From an optimization exercise on the open Yosys and OpenROAD flow, aimed at small area; shortcuts taken in it are not production practice.
Where RTL was checked, it was by simulation tests only, not by an equivalence proof against the original.
Power is estimated from default activity; no workload was simulated.

==> inputs of wip/violet <==
==> flow/design.v (excerpt) <==
module top_level(
                rst,
                CLK100MHZ,
                i_switch,
                o_led,
                o_tx,
                o_rx
                );
    input       rst;
    input       CLK100MHZ;
    input [3:0] i_switch;
    output      o_led;
    output [7:0] o_tx;
    output      o_rx;
    parameter SEED   = 9'b110101010;
    wire        o_prbs;
    wire        reset;
    reg [1:0]   clk_count;
    reg         enable;
    assign reset  = ~rst;
    always @(posedge CLK100MHZ) begin
        if (reset) begin
            clk_count <= 2'd0;
            enable    <= 1'b0;
        end else begin
            clk_count <= clk_count + 2'd1;
            enable    <= (clk_count == 2'd0);
        end
    end
    prbs9 #(.SEED(SEED)) prbs_r(
        .clk   (CLK100MHZ),
        .enable(enable),
        .rst   (reset),
        .o_bit (o_prbs)
    );
    tx tx_r(
        .clk   (CLK100MHZ),
        .rst   (reset),
        .enable(i_switch[0]),
        .i_tx  (o_prbs),
        .o_tx  (o_tx)
    );
    rx rx_r(
        .clk   (CLK100MHZ),
        .rst   (reset),
        .enable(i_switch[1]),
        .i_rx  (o_tx),
        .i_sw  (i_switch[2:1]),
        .o_rx  (o_rx)
    );
  ...
==> module ber, before the edit <==
module ber(clk, rst, enable, clk_count, i_prbs, i_rx, o_err);
    input  clk;
    input  rst;
    input  enable;
    input  [1:0] clk_count;
    input  i_prbs;
    input  i_rx;
    output o_err;
    reg [512:0] ring;
    reg [3:0] cap;
    reg       o_error;
    reg [8:0] count;
    reg       started;
    reg       error;
    reg [8:0] ber_shift;
    assign o_err = o_error;
    wire [31:0] taps;
    genvar g;
    generate
        for (g = 0; g < 32; g = g + 1) begin : g_tap
            assign taps[g] = ring[16*g];
        end
    endgenerate
    wire       tap    = taps[ber_shift[6:2]];
    wire [1:0] wslot  = count[1:0] - 2'd1;
    wire [1:0] rslot  = count[1:0] - ber_shift[1:0] - 2'd1;
    wire       now    = (ber_shift[1:0] == 2'd0) & (ber_shift[8:7] == 2'd3);
    wire       hist   = now ? tap : cap[rslot];
    wire       valid  = started;
    wire       miss   = (valid & hist) ^ i_prbs;
    wire       last   = (ber_shift == ~count);
    always @(posedge clk) begin
        ring <= {ring[511:0], enable ? i_rx : ring[512]};
        if (clk_count == {~ber_shift[8], ber_shift[7]})
            cap[wslot] <= tap;
    end
    always @(posedge clk) begin
        if (rst) begin
            o_error   <= 1'b0;
            count     <= 9'd0;
            started   <= 1'b0;
            error     <= 1'b0;
            ber_shift <= 9'd0;
        end else if (enable) begin
            count <= count + 9'd1;
            started <= 1'b1;
            error <= error | miss;
            if (last) begin
                if (!error) begin
                    o_error <= 1'b1;
                    error   <= miss;
                end else begin
                    ber_shift <= ber_shift + 9'd1;
                    error     <= 1'b0;
                    o_error   <= 1'b0;
                end
            end
        end
    end
endmodule
==> flow/config.mk <==
export PLATFORM = sky130hd
export DESIGN_NAME = top_level
export DESIGN_NICKNAME = top_level
export VERILOG_FILES = /design/flow/design.v
export SDC_FILE = /design/flow/constraint.sdc
export NUM_CORES = 4
export LEC_CHECK = 0
export ABC_AREA = 1
export CAP_MARGIN = 20
export CORE_MARGIN = 2
export CORE_UTILIZATION = 75
export CTS_BUF_LIST = sky130_fd_sc_hd__clkbuf_8
export CTS_CLUSTER_DIAMETER = 60
export CTS_CLUSTER_SIZE = 18
export SLEW_MARGIN = 20
==> flow/constraint.sdc <==
create_clock -name core_clock -period 10.0 [get_ports {CLK100MHZ}]
set_input_delay 2.0000 -clock core_clock [delete_from_list [all_inputs] [get_ports {CLK100MHZ}]]
set_output_delay 2.0000 -clock core_clock [all_outputs]
set_load 0.01 [all_outputs]
standard.sh (not shown) runs the stock make flow with config.mk's settings and CLKGATE_MAP_FILE= SYNTH_SCRIPT=/design/flow/synth_recipe.tcl, a recipe that flattens the netlist after the stock synthesis.
==> flow/flow/run.sh <==
#!/bin/bash
# Layout flow: the standard flow with two changes to synthesis:
# - the quick "abc -fast" pass at the end of Yosys's fine stage is skipped, so
#   that extract_fa sees the full adders of the RTL as written (abc -fast
#   restructures them and extract_fa then surrounds the adders it finds with
#   inverters);
# - the final technology mapping uses flow/abc_map.script, an area-oriented
#   ABC script, instead of ORFS's abc_area.script.
# Everything else, including the naming and flattening of synth_recipe.tcl and
# all steps after synthesis, is the standard flow.
set -euo pipefail
W=$PWD
ABC_SCRIPT="$W/flow/abc_map.script"
sed -e 's/synth -top \$::env(DESIGN_NAME) -run fine: {\*}\$synth_full_args/synth -top $::env(DESIGN_NAME) -run fine: -noabc {*}$synth_full_args/' \
    -e "s#^source \$::env(SCRIPTS_DIR)/synth_preamble.tcl\$#&\nset my_i [expr {[lsearch \$abc_args -script] + 1}]\nset abc_args [lreplace \$abc_args \$my_i \$my_i $ABC_SCRIPT]#" \
    "$FLOW_HOME/scripts/synth.tcl" > "$W/synth_custom.tcl"
grep -q -- '-run fine: -noabc' "$W/synth_custom.tcl" || { echo "could not patch synth.tcl (abc -fast)" >&2; exit 1; }
grep -q -- "$ABC_SCRIPT" "$W/synth_custom.tcl" || { echo "could not patch synth.tcl (abc script)" >&2; exit 1; }
sed "s#source \$::env(SCRIPTS_DIR)/synth.tcl#source $W/synth_custom.tcl#" synth_recipe.tcl > "$W/synth_recipe_custom.tcl"
grep -q "synth_custom.tcl" "$W/synth_recipe_custom.tcl" || { echo "could not patch synth_recipe.tcl" >&2; exit 1; }
bash standard.sh SYNTH_SCRIPT="$W/synth_recipe_custom.tcl" finish > "$W/flow_make.log" 2>&1
==> flow/flow/abc_map.script <==
strash
&get -n
&deepsyn -T 30
&put
dch -f
map -a
topo
stime -c
==> wip/fjord (differences from wip/violet) <==
--- a/flow/design.v
+++ b/flow/design.v
@@ -668,3 +668,3 @@
     reg [8:0] count;
-    reg       started;
+    reg       full;
     reg       error;
@@ -684,3 +684,3 @@
     wire       hist   = now ? tap : cap[rslot];
-    wire       valid  = started;
+    wire       valid  = full | (ber_shift < count);
     wire       miss   = (valid & hist) ^ i_prbs;
@@ -696,3 +696,3 @@
             count     <= 9'd0;
-            started   <= 1'b0;
+            full      <= 1'b0;
             error     <= 1'b0;
@@ -701,3 +701,4 @@
             count <= count + 9'd1;
-            started <= 1'b1;
+            if (count == 9'd511)
+                full <= 1'b1;
             error <= error | miss;
==> flow/flow/run.sh (replaced) <==
#!/bin/bash
# Layout flow: the standard flow, except that synthesis skips the quick
# "abc -fast" pass at the end of Yosys's fine stage, so that extract_fa sees
# the full adders of the RTL as written (abc -fast restructures them and
# extract_fa then surrounds the adders it finds with inverters). Everything
# else, including the naming and flattening of synth_recipe.tcl, is unchanged.
set -euo pipefail
W=$PWD
sed 's/synth -top \$::env(DESIGN_NAME) -run fine: {\*}\$synth_full_args/synth -top $::env(DESIGN_NAME) -run fine: -noabc {*}$synth_full_args/' \
    "$FLOW_HOME/scripts/synth.tcl" > "$W/synth_noabc.tcl"
grep -q -- '-run fine: -noabc' "$W/synth_noabc.tcl" || { echo "could not patch synth.tcl" >&2; exit 1; }
sed "s#source \$::env(SCRIPTS_DIR)/synth.tcl#source $W/synth_noabc.tcl#" synth_recipe.tcl > "$W/synth_recipe_noabc.tcl"
grep -q "synth_noabc.tcl" "$W/synth_recipe_noabc.tcl" || { echo "could not patch synth_recipe.tcl" >&2; exit 1; }
bash standard.sh SYNTH_SCRIPT="$W/synth_recipe_noabc.tcl" finish > "$W/flow_make.log" 2>&1
removed: flow/flow/abc_map.script
==> run summary <==
- Against wip/fjord, the register-to-register slack of wip/violet is lower by 0.27 ns.
- Synthesized cell count: wip/fjord is larger than wip/violet (19%).
- Cell count: wip/fjord is larger than wip/violet (about 13%).
- The combinational power of wip/fjord is 17 times that of wip/violet.
- In wip/violet the synthesized area is lower than in wip/fjord, by 5.3%.
- Between wip/fjord and wip/violet, the lower clock skew is in wip/fjord (gap 0.0056 ns).
- Of wip/fjord and wip/violet, wip/fjord has the higher total power (gap 76%, measured against wip/violet).
- Worst setup slack: wip/fjord is better than wip/violet (0.27 ns).
- Of wip/violet and wip/fjord, wip/fjord has the higher critical path depth (gap 3).
==> figures <==
Worst Path Required: wip/fjord 10.56 ns; wip/violet 10.55 ns
Number of tap instances: wip/fjord 448; wip/violet 402
Initial detailed-routing violation count: wip/fjord 1038; wip/violet 999
Die Area: wip/fjord 35300 um2; wip/violet 33400 um2
Synthesized area per cell: wip/fjord 11.5 um2; wip/violet 13.0 um2
Placeable Area: wip/fjord 33400 um2; wip/violet 31500 um2
CTS buffer count: wip/fjord 50; wip/violet 52
Utilization of the core after routing: wip/fjord 79.5%; wip/violet 81.4%
Sw power: wip/fjord 3.16 mW; wip/violet 1.10 mW
Final HPWL DP: wip/fjord 32.1 mm; wip/violet 30.9 mm
Overall die width: wip/fjord 188 um; wip/violet 183 um
Part of the total power dissipated in the clock network: wip/fjord 16.1%; wip/violet 31.1%
Share of synthesized cell area in full adder, half adder and majority cells: wip/fjord 18.4%; wip/violet 18.8%
Xor/xnor share of the synthesized area: wip/fjord 0.311%; wip/violet 0.219%
Mapped cell area: wip/fjord 25300 um2; wip/violet 24000 um2
Outcome: wip/fjord timing/DRC/antenna clean; wip/violet timing/DRC/antenna clean
Comb_multi_in: wip/fjord 1200; wip/violet 801
Number of core rows: wip/fjord 67; wip/violet 65
Worst Setup SP: wip/fjord rx_r.s7[0]; wip/violet rx_r.s17[0]
For wip/fjord, only the layout was checked, not whether the RTL still works.


==> inputs of 08-28 <==
Another version of the RTL of top_level (not shown whole).
clock: 10.0 ns
lec_check: 0
abc_area: 1
cap_margin: 20
core_margin: 2
core_utilization: 75
cts_buf_list: sky130_fd_sc_hd__clkbuf_16
cts_cluster_diameter: 60
cts_cluster_size: 28
slew_margin: 20
==> flow/flow/run.sh <==
#!/bin/bash
# Layout flow: the standard flow with these changes:
# - synthesis skips the quick "abc -fast" pass at the end of Yosys's fine
#   stage, so that extract_fa sees the full adders of the RTL as written
#   (abc -fast restructures them and extract_fa then surrounds the adders it
#   finds with inverters);
# - the final technology mapping uses flow/abc_map.script, an area-oriented
#   ABC script, instead of ORFS's abc_area.script;
# - after synthesis, flow/bubble.py moves inverters across full-adder cells
#   (a full adder is self-dual), which removes some inverters; registers and
#   all other cells are untouched;
# - ports are buffered with sky130_fd_sc_hd__buf_1 instead of the delay
#   buffer buffer_ports picks by default.
# Everything else, including the naming and flattening of synth_recipe.tcl and
# all steps after synthesis, is the standard flow.
set -euo pipefail
W=$PWD
ABC_SCRIPT="$W/flow/abc_map.script"
R="$W/orfs/results/$FLOW_PLATFORM/top_level/base"
sed -e 's/synth -top \$::env(DESIGN_NAME) -run fine: {\*}\$synth_full_args/synth -top $::env(DESIGN_NAME) -run fine: -noabc {*}$synth_full_args/' \
    -e "s#^source \$::env(SCRIPTS_DIR)/synth_preamble.tcl\$#&\nset my_i [expr {[lsearch \$abc_args -script] + 1}]\nset abc_args [lreplace \$abc_args \$my_i \$my_i $ABC_SCRIPT]#" \
    "$FLOW_HOME/scripts/synth.tcl" > "$W/synth_custom.tcl"
grep -q -- '-run fine: -noabc' "$W/synth_custom.tcl" || { echo "could not patch synth.tcl (abc -fast)" >&2; exit 1; }
grep -q -- "$ABC_SCRIPT" "$W/synth_custom.tcl" || { echo "could not patch synth.tcl (abc script)" >&2; exit 1; }
sed "s#source \$::env(SCRIPTS_DIR)/synth.tcl#source $W/synth_custom.tcl#" synth_recipe.tcl > "$W/synth_recipe_custom.tcl"
grep -q "synth_custom.tcl" "$W/synth_recipe_custom.tcl" || { echo "could not patch synth_recipe.tcl" >&2; exit 1; }
MAKEVARS=(SYNTH_SCRIPT="$W/synth_recipe_custom.tcl" BUFFER_PORTS_ARGS="-buffer_cell sky130_fd_sc_hd__buf_1")
bash standard.sh "${MAKEVARS[@]}" "$R/1_2_yosys.v" > "$W/flow_synth.log" 2>&1
cp "$R/1_2_yosys.v" "$W/1_2_yosys_before_bubble.v"
python3 "$W/flow/bubble.py" "$W/1_2_yosys_before_bubble.v" "$R/1_2_yosys.v" > "$W/bubble.log" 2>&1
bash standard.sh "${MAKEVARS[@]}" finish > "$W/flow_make.log" 2>&1
Other scripts of this flow, unchanged in this note and not shown: flow/flow/abc_map.script, flow/flow/bubble.py
==> inputs of 05-12, as changes to 08-28 <==
- CTS_BUF_LIST: sky130_fd_sc_hd__clkbuf_16 -> sky130_fd_sc_hd__clkbuf_8
- CTS_CLUSTER_DIAMETER: 60 -> 80
- CTS_CLUSTER_SIZE: 28 -> 14
==> inputs of 01-26, as changes to 08-28 <==
- CORE_UTILIZATION: 75 -> 85
- CTS_BUF_LIST: sky130_fd_sc_hd__clkbuf_16 -> sky130_fd_sc_hd__clkbuf_8
- CTS_CLUSTER_SIZE: 28 -> 18
==> notes <==
08-28 completed with no timing, DRC or antenna violations. 01-26 failed in 4_1_cts. 05-12 produced a clean layout. Critical path depth is the same in 05-12 and 08-28. In 05-12 the clock skew is lower than in 08-28, by 11 ps. Setup slack: 05-12 is lower than 08-28 (80 ps). Flip-flop and latch count is the same in 05-12 and 08-28. Of 08-28 and 05-12, 08-28 has the higher register-to-register slack (gap 80 ps). Of 05-12 and 08-28, 08-28 has the higher via count (gap about 4%, measured against 08-28). Clock power: 08-28 is higher than 05-12 (22%).


==> lagoon: inputs <==
top_level, a different RTL version from the one above (not shown whole).
clock: 10.0 ns
lec_check: 0
abc_area: 1
cap_margin: 20
core_margin: 2
core_utilization: 40
cts_buf_list: sky130_fd_sc_hd__clkbuf_8
cts_cluster_diameter: 60
cts_cluster_size: 18
slew_margin: 20
==> flow/flow/run.sh <==
#!/bin/bash
# Layout flow: the standard flow, except that synthesis skips the quick
# "abc -fast" pass at the end of Yosys's fine stage, so that extract_fa sees
# the full adders of the RTL as written (abc -fast restructures them and
# extract_fa then surrounds the adders it finds with inverters). Everything
# else, including the naming and flattening of synth_recipe.tcl, is unchanged.
set -euo pipefail
W=$PWD
sed 's/synth -top \$::env(DESIGN_NAME) -run fine: {\*}\$synth_full_args/synth -top $::env(DESIGN_NAME) -run fine: -noabc {*}$synth_full_args/' \
    "$FLOW_HOME/scripts/synth.tcl" > "$W/synth_noabc.tcl"
grep -q -- '-run fine: -noabc' "$W/synth_noabc.tcl" || { echo "could not patch synth.tcl" >&2; exit 1; }
sed "s#source \$::env(SCRIPTS_DIR)/synth.tcl#source $W/synth_noabc.tcl#" synth_recipe.tcl > "$W/synth_recipe_noabc.tcl"
grep -q "synth_noabc.tcl" "$W/synth_recipe_noabc.tcl" || { echo "could not patch synth_recipe.tcl" >&2; exit 1; }
bash standard.sh SYNTH_SCRIPT="$W/synth_recipe_noabc.tcl" finish > "$W/flow_make.log" 2>&1
==> raven: changes against lagoon <==
CTS_BUF_LIST = sky130_fd_sc_hd__clkbuf_16   (was sky130_fd_sc_hd__clkbuf_8)
CTS_CLUSTER_DIAMETER = 80   (was 60)
CTS_CLUSTER_SIZE = 35   (was 18)
==> amber: changes against lagoon <==
CTS_BUF_LIST = default   (was sky130_fd_sc_hd__clkbuf_8)
CTS_CLUSTER_DIAMETER = default   (was 60)
CTS_CLUSTER_SIZE = default   (was 18)
==> metrics.md <==
| Metric | Value |
|---|---|
| Critical Path RT | 10.59 ns |
| Total power | 8.141 mW |
| Maximum clock frequency | 111.5 MHz |
| Fraction of area in multi-input gates | 34.64% |
| Vias per std cell | 4.705 |
| Peak supply drop | between 0.0004 and 0.0005 V |
| Pint | 5.150 mW |
| R2R Setup Slk | 1.03 ns |
| Status | timing/DRC/antenna clean |
(the above is from lagoon)
==> metrics.md <==
| Metric | Value |
|---|---|
| Peak supply drop | 0.0004684 V |
| Total power | 9.462 mW |
| Maximum clock frequency | 111.6 MHz |
| Status | timing/DRC/antenna clean |
| Critical Path RT | about 11 ns |
| Largest register FFs | 513 |
| Pint | 6.234 mW |
(the above is from amber)
==> metrics.md <==
| Metric | Value |
|---|---|
| Peak supply drop | 0.0004604 V |
| Maximum clock frequency | 111.5 MHz |
| Total power | 8.209 mW |
| Area of placed instances | about 27000 um^2 |
| R2R Setup Slk | around 1.0 ns |
| Pint | 5.180 mW |
| Cell depth of the worst hold path | 0 |
| RR Startpoint | rx_r.h18[0]$_SDFFE_PN0P_ |
| Met3 GRT Util | 1.628% |
| Vias per std cell | 4.685 |
| Critical Path RT | between 10 and 15 ns |
| Status | timing/DRC/antenna clean |
| Fraction of area in multi-input gates | 34.54% |
(the above is from raven)

[afterwards: timing with drivers on the ports]
In the flow no input, the clock included, has a driving cell. The finished layouts below were timed again as built, in two steps. Step 1 (the two cells are an assumption about what drives the block):
set clk [get_ports {CLK100MHZ}]
set_driving_cell -lib_cell sky130_fd_sc_hd__clkbuf_16 $clk
set_driving_cell -lib_cell sky130_fd_sc_hd__buf_2 [delete_from_list [all_inputs] $clk]
Step 2, shift: input delay + t, output delay - t, t = (earliest + latest rising clock arrival at the registers) / 2. This alone moves slack from input paths to output paths. Three values: no drivers, after step 1, after step 2; two values: the first two.
run | t (ns) | setup WS [ns] | worst setup path at the end | worst data-port slew with drivers (ns)
wip/violet | 0.696 | 1.053 / 1.053 / 1.053 | register to register | 0.04
wip/fjord | 0.700 | 1.320 / 1.320 / 1.320 | register to register | 0.03
08-28 | 0.619 | 0.395 / 0.395 / 0.395 | register to register | 0.04
05-12 | 0.697 | 0.314 / 0.314 / 0.314 | register to register | 0.03
lagoon | 0.741 | 1.028 / 1.028 / 1.028 | register to register | 0.10
raven | 0.701 | 1.031 / 1.031 / 1.031 | register to register | 0.10
amber | 0.677 | 1.039 / 1.039 / 1.039 | register to register | 0.10
After both steps setup and hold are still met in every run listed.
